This is an optimization exercise on Yosys and OpenROAD, whose aim is small area, not a production implementation. Function was checked by simulation only, so behaviour that the tests miss may differ from the original.

==> flow/design.v (excerpt) <==
module crc32 (
  input         crc_en,
  input [511:0] data_in,
  output [31:0] crc_out,
  input         clk,
  input         rst
);
For scale: ~2200 cells after synthesis, roughly 550 I/O pins, ~0.020 sq mm of cells after synthesis.
Settings: LEC_CHECK=0, CAP_MARGIN=20, CORE_MARGIN=2, CORE_UTILIZATION=40, CTS_BUF_LIST=sky130_fd_sc_hd__clkbuf_8, GPL_ROUTABILITY_DRIVEN=1, GPL_TIMING_DRIVEN=0, SLEW_MARGIN=20, SYNTH_HIERARCHICAL=1, SYNTH_MINIMUM_KEEP_SIZE=0; clock period 8.0 ns.
standard.sh (not shown) runs the stock make flow with config.mk's settings and CLKGATE_MAP_FILE= SYNTH_SCRIPT=/design/flow/synth_recipe.tcl, a recipe that flattens the netlist after the stock synthesis.
==> flow/flow/run.sh <==
#!/bin/bash
set -euo pipefail
export BUFFER_PORTS_ARGS="-buffer_cell sky130_fd_sc_hd__buf_1"
R=orfs/results/sky130hd/crc32/base
bash standard.sh synth > standard_synth.log 2>&1
sed -i -E 's/sky130_fd_sc_hd__mux2_(2|4|8) /sky130_fd_sc_hd__mux2_1 /' $R/1_2_yosys.v
rm -f $R/1_synth.odb $R/1_synth.sdc
bash standard.sh finish > standard_finish.log 2>&1
The starting point finished but failed the layout checks on setup timing.
Rerun with:
--- a/flow/flow/run.sh
+++ b/flow/flow/run.sh
@@ -2,4 +2,5 @@
 set -euo pipefail
 export BUFFER_PORTS_ARGS="-buffer_cell sky130_fd_sc_hd__buf_1"
+export GPL_KEEP_OVERFLOW=0
 R=orfs/results/sky130hd/crc32/base
 bash standard.sh synth > standard_synth.log 2>&1
CORE_UTILIZATION = 50   (was 40)
GPL_TIMING_DRIVEN = not set   (was 0)
After rerunning: With this change the flow ended with an error in global routing on GRT-0116; synthesized cell count does not change; area after synthesis does not change.
Rerun with:
CORE_UTILIZATION = 40   (was 50)
Outcome:
- With this change the flow passed the timing, DRC and antenna checks
- area after synthesis stays the same
- synthesized cell count stays the same
Rerun with:
--- a/flow/flow/run.sh
+++ b/flow/flow/run.sh
@@ -2,5 +2,4 @@
 set -euo pipefail
 export BUFFER_PORTS_ARGS="-buffer_cell sky130_fd_sc_hd__buf_1"
-export GPL_KEEP_OVERFLOW=0
 R=orfs/results/sky130hd/crc32/base
 bash standard.sh synth > standard_synth.log 2>&1
CORE_UTILIZATION = 50   (was 40)
GPL_TIMING_DRIVEN = 0   (was not set)
Non-clock buffer count does not change.
Clock skew went up by 7.3 ps.
Synthesized area is unchanged.
Worst setup slack improves by 190 ps.
Die area went down by 20%.
Maximum frequency went up by 2.5%.

build 73:
Another version of the RTL of crc32 (not shown whole).
For scale: ~32 flip-flops, roughly 550 I/O pins.
## crc32
module crc32 (
  input         crc_en,
  input [511:0] data_in,
  output [31:0] crc_out,
  input         clk,
  input         rst
);
  reg [31:0] lfsr_q;
  wire [31:0] lfsr_c;
  assign crc_out = lfsr_q;
  wire [2202:0] t;
  crc32_xor2 x0 (.a(data_in[480]), .b(lfsr_q[0]), .y(t[0]));
  crc32_xor2 x1 (.a(data_in[481]), .b(lfsr_q[1]), .y(t[1]));
  crc32_xor2 x2 (.a(data_in[482]), .b(lfsr_q[2]), .y(t[2]));
  crc32_xor2 x3 (.a(data_in[483]), .b(lfsr_q[3]), .y(t[3]));
  crc32_xor2 x4 (.a(data_in[484]), .b(lfsr_q[4]), .y(t[4]));
  crc32_xor2 x5 (.a(data_in[485]), .b(lfsr_q[5]), .y(t[5]));
  crc32_xor2 x6 (.a(data_in[486]), .b(lfsr_q[6]), .y(t[6]));
  crc32_xor2 x7 (.a(data_in[487]), .b(lfsr_q[7]), .y(t[7]));
  crc32_xor2 x8 (.a(data_in[488]), .b(lfsr_q[8]), .y(t[8]));
  crc32_xor2 x9 (.a(data_in[489]), .b(lfsr_q[9]), .y(t[9]));
  crc32_xor2 x10 (.a(data_in[490]), .b(lfsr_q[10]), .y(t[10]));
  crc32_xor2 x11 (.a(data_in[491]), .b(lfsr_q[11]), .y(t[11]));
  crc32_xor2 x12 (.a(data_in[492]), .b(lfsr_q[12]), .y(t[12]));
  crc32_xor2 x13 (.a(data_in[493]), .b(lfsr_q[13]), .y(t[13]));
  crc32_xor2 x14 (.a(data_in[494]), .b(lfsr_q[14]), .y(t[14]));
  crc32_xor2 x15 (.a(data_in[495]), .b(lfsr_q[15]), .y(t[15]));
  crc32_xor2 x16 (.a(data_in[496]), .b(lfsr_q[16]), .y(t[16]));
  crc32_xor2 x17 (.a(data_in[497]), .b(lfsr_q[17]), .y(t[17]));
  crc32_xor2 x18 (.a(data_in[498]), .b(lfsr_q[18]), .y(t[18]));
  crc32_xor2 x19 (.a(data_in[499]), .b(lfsr_q[19]), .y(t[19]));
  crc32_xor2 x20 (.a(data_in[500]), .b(lfsr_q[20]), .y(t[20]));
  crc32_xor2 x21 (.a(data_in[501]), .b(lfsr_q[21]), .y(t[21]));
  crc32_xor2 x22 (.a(data_in[502]), .b(lfsr_q[22]), .y(t[22]));
  crc32_xor2 x23 (.a(data_in[503]), .b(lfsr_q[23]), .y(t[23]));
  crc32_xor2 x24 (.a(data_in[504]), .b(lfsr_q[24]), .y(t[24]));
  ...
Settings: LEC_CHECK=0, CAP_MARGIN=20, CORE_MARGIN=2, CORE_UTILIZATION=30, GPL_ROUTABILITY_DRIVEN=1, GPL_TIMING_DRIVEN=0, SLEW_MARGIN=20, SYNTH_HIERARCHICAL=1, SYNTH_MINIMUM_KEEP_SIZE=0; clock period 8.0 ns.
==> flow/flow/run.sh <==
#!/bin/bash
set -euo pipefail
export BUFFER_PORTS_ARGS="-buffer_cell sky130_fd_sc_hd__buf_1"
R=orfs/results/sky130hd/crc32/base
bash standard.sh synth > standard_synth.log 2>&1
sed -i -E 's/sky130_fd_sc_hd__mux2_(2|4|8) /sky130_fd_sc_hd__mux2_1 /' $R/1_2_yosys.v
rm -f $R/1_synth.odb $R/1_synth.sdc
bash standard.sh finish > standard_finish.log 2>&1
Build 73 closes out successfully: all stages finished, all timing, DRC and antenna checks passed.
#### Input delta (build 21 over build 73)
- a change of CORE_UTILIZATION from 30 to 40
- a deleted GPL_TIMING_DRIVEN that had been 0
==> flow/run.sh (new file) <==
#!/bin/bash
# synth_recipe.tcl (not shown) runs the flow's synth.tcl, then flattens the netlist and writes it again
# the make line also repeats each setting of config.mk as NAME=value (left out here)
make -C /OpenROAD-flow-scripts/flow DESIGN_CONFIG=/design/flow/config.mk WORK_HOME=/design/flow/orfs CLKGATE_MAP_FILE= SYNTH_SCRIPT=/design/flow/synth_recipe.tcl finish
removed: flow/flow/run.sh
removed: flow/standard.sh
### Flow results
Maximum clock skew at final layout delta for build 21 relative to build 73: 3.2 ps lower. Build 21 ran in full, but the layout does not pass; the checks complain about negative setup slack. In the flow results for build 21 and build 73, the maximum operating frequency is smaller on build 21. Run comparison: build 21 beginning of the critical path data_in[504]; build 73 beginning of the critical path data_in[144]. Build 21 vs build 73 — number of DRC violations after detailed-routing iteration 0 rose 48%. A capture point of the worst path of lfsr_q[21] is what build 73 shows, while lfsr_q[27] belongs to build 21. Number of detailed-route iterations in the first pass in build 21 is 1 above build 73. Re design area: build 21 and build 73 aren't equal, and the higher value belongs to build 21. Build 21 vs build 73 — global-route met3 utilization rose 22 points.
#### Input delta (build 42 over build 21)
- CORE_UTILIZATION: 40 -> 20
==> comparison <==
Build 42: PASS, flow complete, no timing, DRC or antenna violations. Changes observed in build 42 relative to build 21: non-clock buffer count +about 25%, wire length went up by 24%, final setup slack of the worst path increased by 550 ps relative to the old numbers, post-route minimum period moved down. When build 42 is measured against build 21, its final cell count turns out 841 higher. Re overall overflow remaining after global route: no difference whatsoever between build 42 and build 21.
What build 29 does differently from build 42 at the input level:
- changing CORE_UTILIZATION from 20 to 30
--- outcome ---
Build 29 finished every stage and its layout cleared the timing, DRC and antenna checks.
Build 29 against build 42: count of clock-net buffers in the final layout higher; routed wire length on met3 higher; final wirelength now smaller; overall global routing resource usage now sits higher.
Row count (higher): build 42
Changes observed in build 29 relative to build 42: detailed placement HPWL down 22 mm; clock period minus worst slack moved down.
diff inputs: build 29 => build 98
==> flow/flow/run.sh (new file) <==
#!/bin/bash
# The standard layout, with the port buffers made from the smallest buffer cell
# (every input and output port still gets its own buffer).
set -euo pipefail
export BUFFER_PORTS_ARGS="-buffer_cell sky130_fd_sc_hd__buf_1"
bash standard.sh finish > standard_finish.log 2>&1
==> flow/standard.sh (new file) <==
#!/bin/bash
# synth_recipe.tcl (not shown) runs the flow's synth.tcl, then flattens the netlist and writes it again
# the make line also repeats each setting of config.mk as NAME=value (left out here)
make -C /OpenROAD-flow-scripts/flow DESIGN_CONFIG=/design/flow/config.mk WORK_HOME=/design/flow/orfs CLKGATE_MAP_FILE= SYNTH_SCRIPT=/design/flow/synth_recipe.tcl "${@:-finish}"
removed: flow/run.sh
--- outcome ---
Going from build 29 to build 98, the number of global-route vias before repair was found to have gone down by 543. Between build 98 and build 29, the difference in via count is negligible. Antenna diode instance count: higher on build 98. Build 98 gives more total detailed-routing wirelength than build 29 did. Of the two values seen for topmost layer with routed signal wires, met4 was produced by build 98 and met5 by build 29. Side by side, critical path depth turned out lower in build 98 than in build 29.
> inputs changed (build 98 -> build 27)
- CORE_UTILIZATION: 30 -> 35
[summary]
Higher total routed wirelength was reported by build 98, not build 27.
Re fmax: build 27 is 3.6% down on build 98.
Compared to build 98, build 27 has initial core utilization 5.0 points higher.
Build 98 -> build 27: number of hold-slack violations in the final timing report delta 0, exact match
Area occupied by registers: build 27 vs build 98 identical
Build 27 vs build 98 — design area dropped 2.1%.
Delta (build 27 minus build 98): via count shows a reduction of 64; setup slack after layout shows a reduction of 270 ps.

[separate check: timing with driven ports]
The flow's constraints put no driver on any port. The routed layouts listed below were extracted and timed again, unchanged, in two steps.
Step 1 sets driving cells, clkbuf_16 on the clock port and buf_2 on the other inputs (assumed; they add their load-dependent delay and slew).
Step 2 times the ports against the registers' clock, not the clock port: input delays grow and output delays shrink by t, the midpoint of the rising clock arrivals with the driver on.
Slacks: ideal ports / drivers / drivers and shift; pairs: ideal ports / drivers.
run	t (ns)	setup slack, ns	hold slack, ns
the first run of note 1	0.329	-0.293 / -0.292 / -0.621	0.656 / 0.656 / 0.656
the third run of note 1	0.329	0.366 / 0.376 / 0.047	0.656 / 0.656 / 0.656
the fourth run of note 1	0.336	0.555 / 0.567 / 0.231	0.656 / 0.656 / 0.656
build 73	0.328	0.239 / 0.246 / -0.081	0.650 / 0.650 / 0.650
build 21	0.327	-0.090 / -0.083 / -0.409	0.646 / 0.646 / 0.646
build 42	0.336	0.455 / 0.469 / 0.133	0.641 / 0.641 / 0.641
build 29	0.332	0.518 / 0.536 / 0.204	0.633 / 0.633 / 0.633
build 98	0.332	0.970 / 0.985 / 0.653	0.635 / 0.635 / 0.635
build 27	0.323	0.704 / 0.710 / 0.388	0.637 / 0.637 / 0.637
With both steps, setup timing fails in build 73, where it was met with ideal ports. The setup slack of the first run of note 1, which loses most, moves by +0.001 ns with the drivers and by -0.328 ns with both steps.
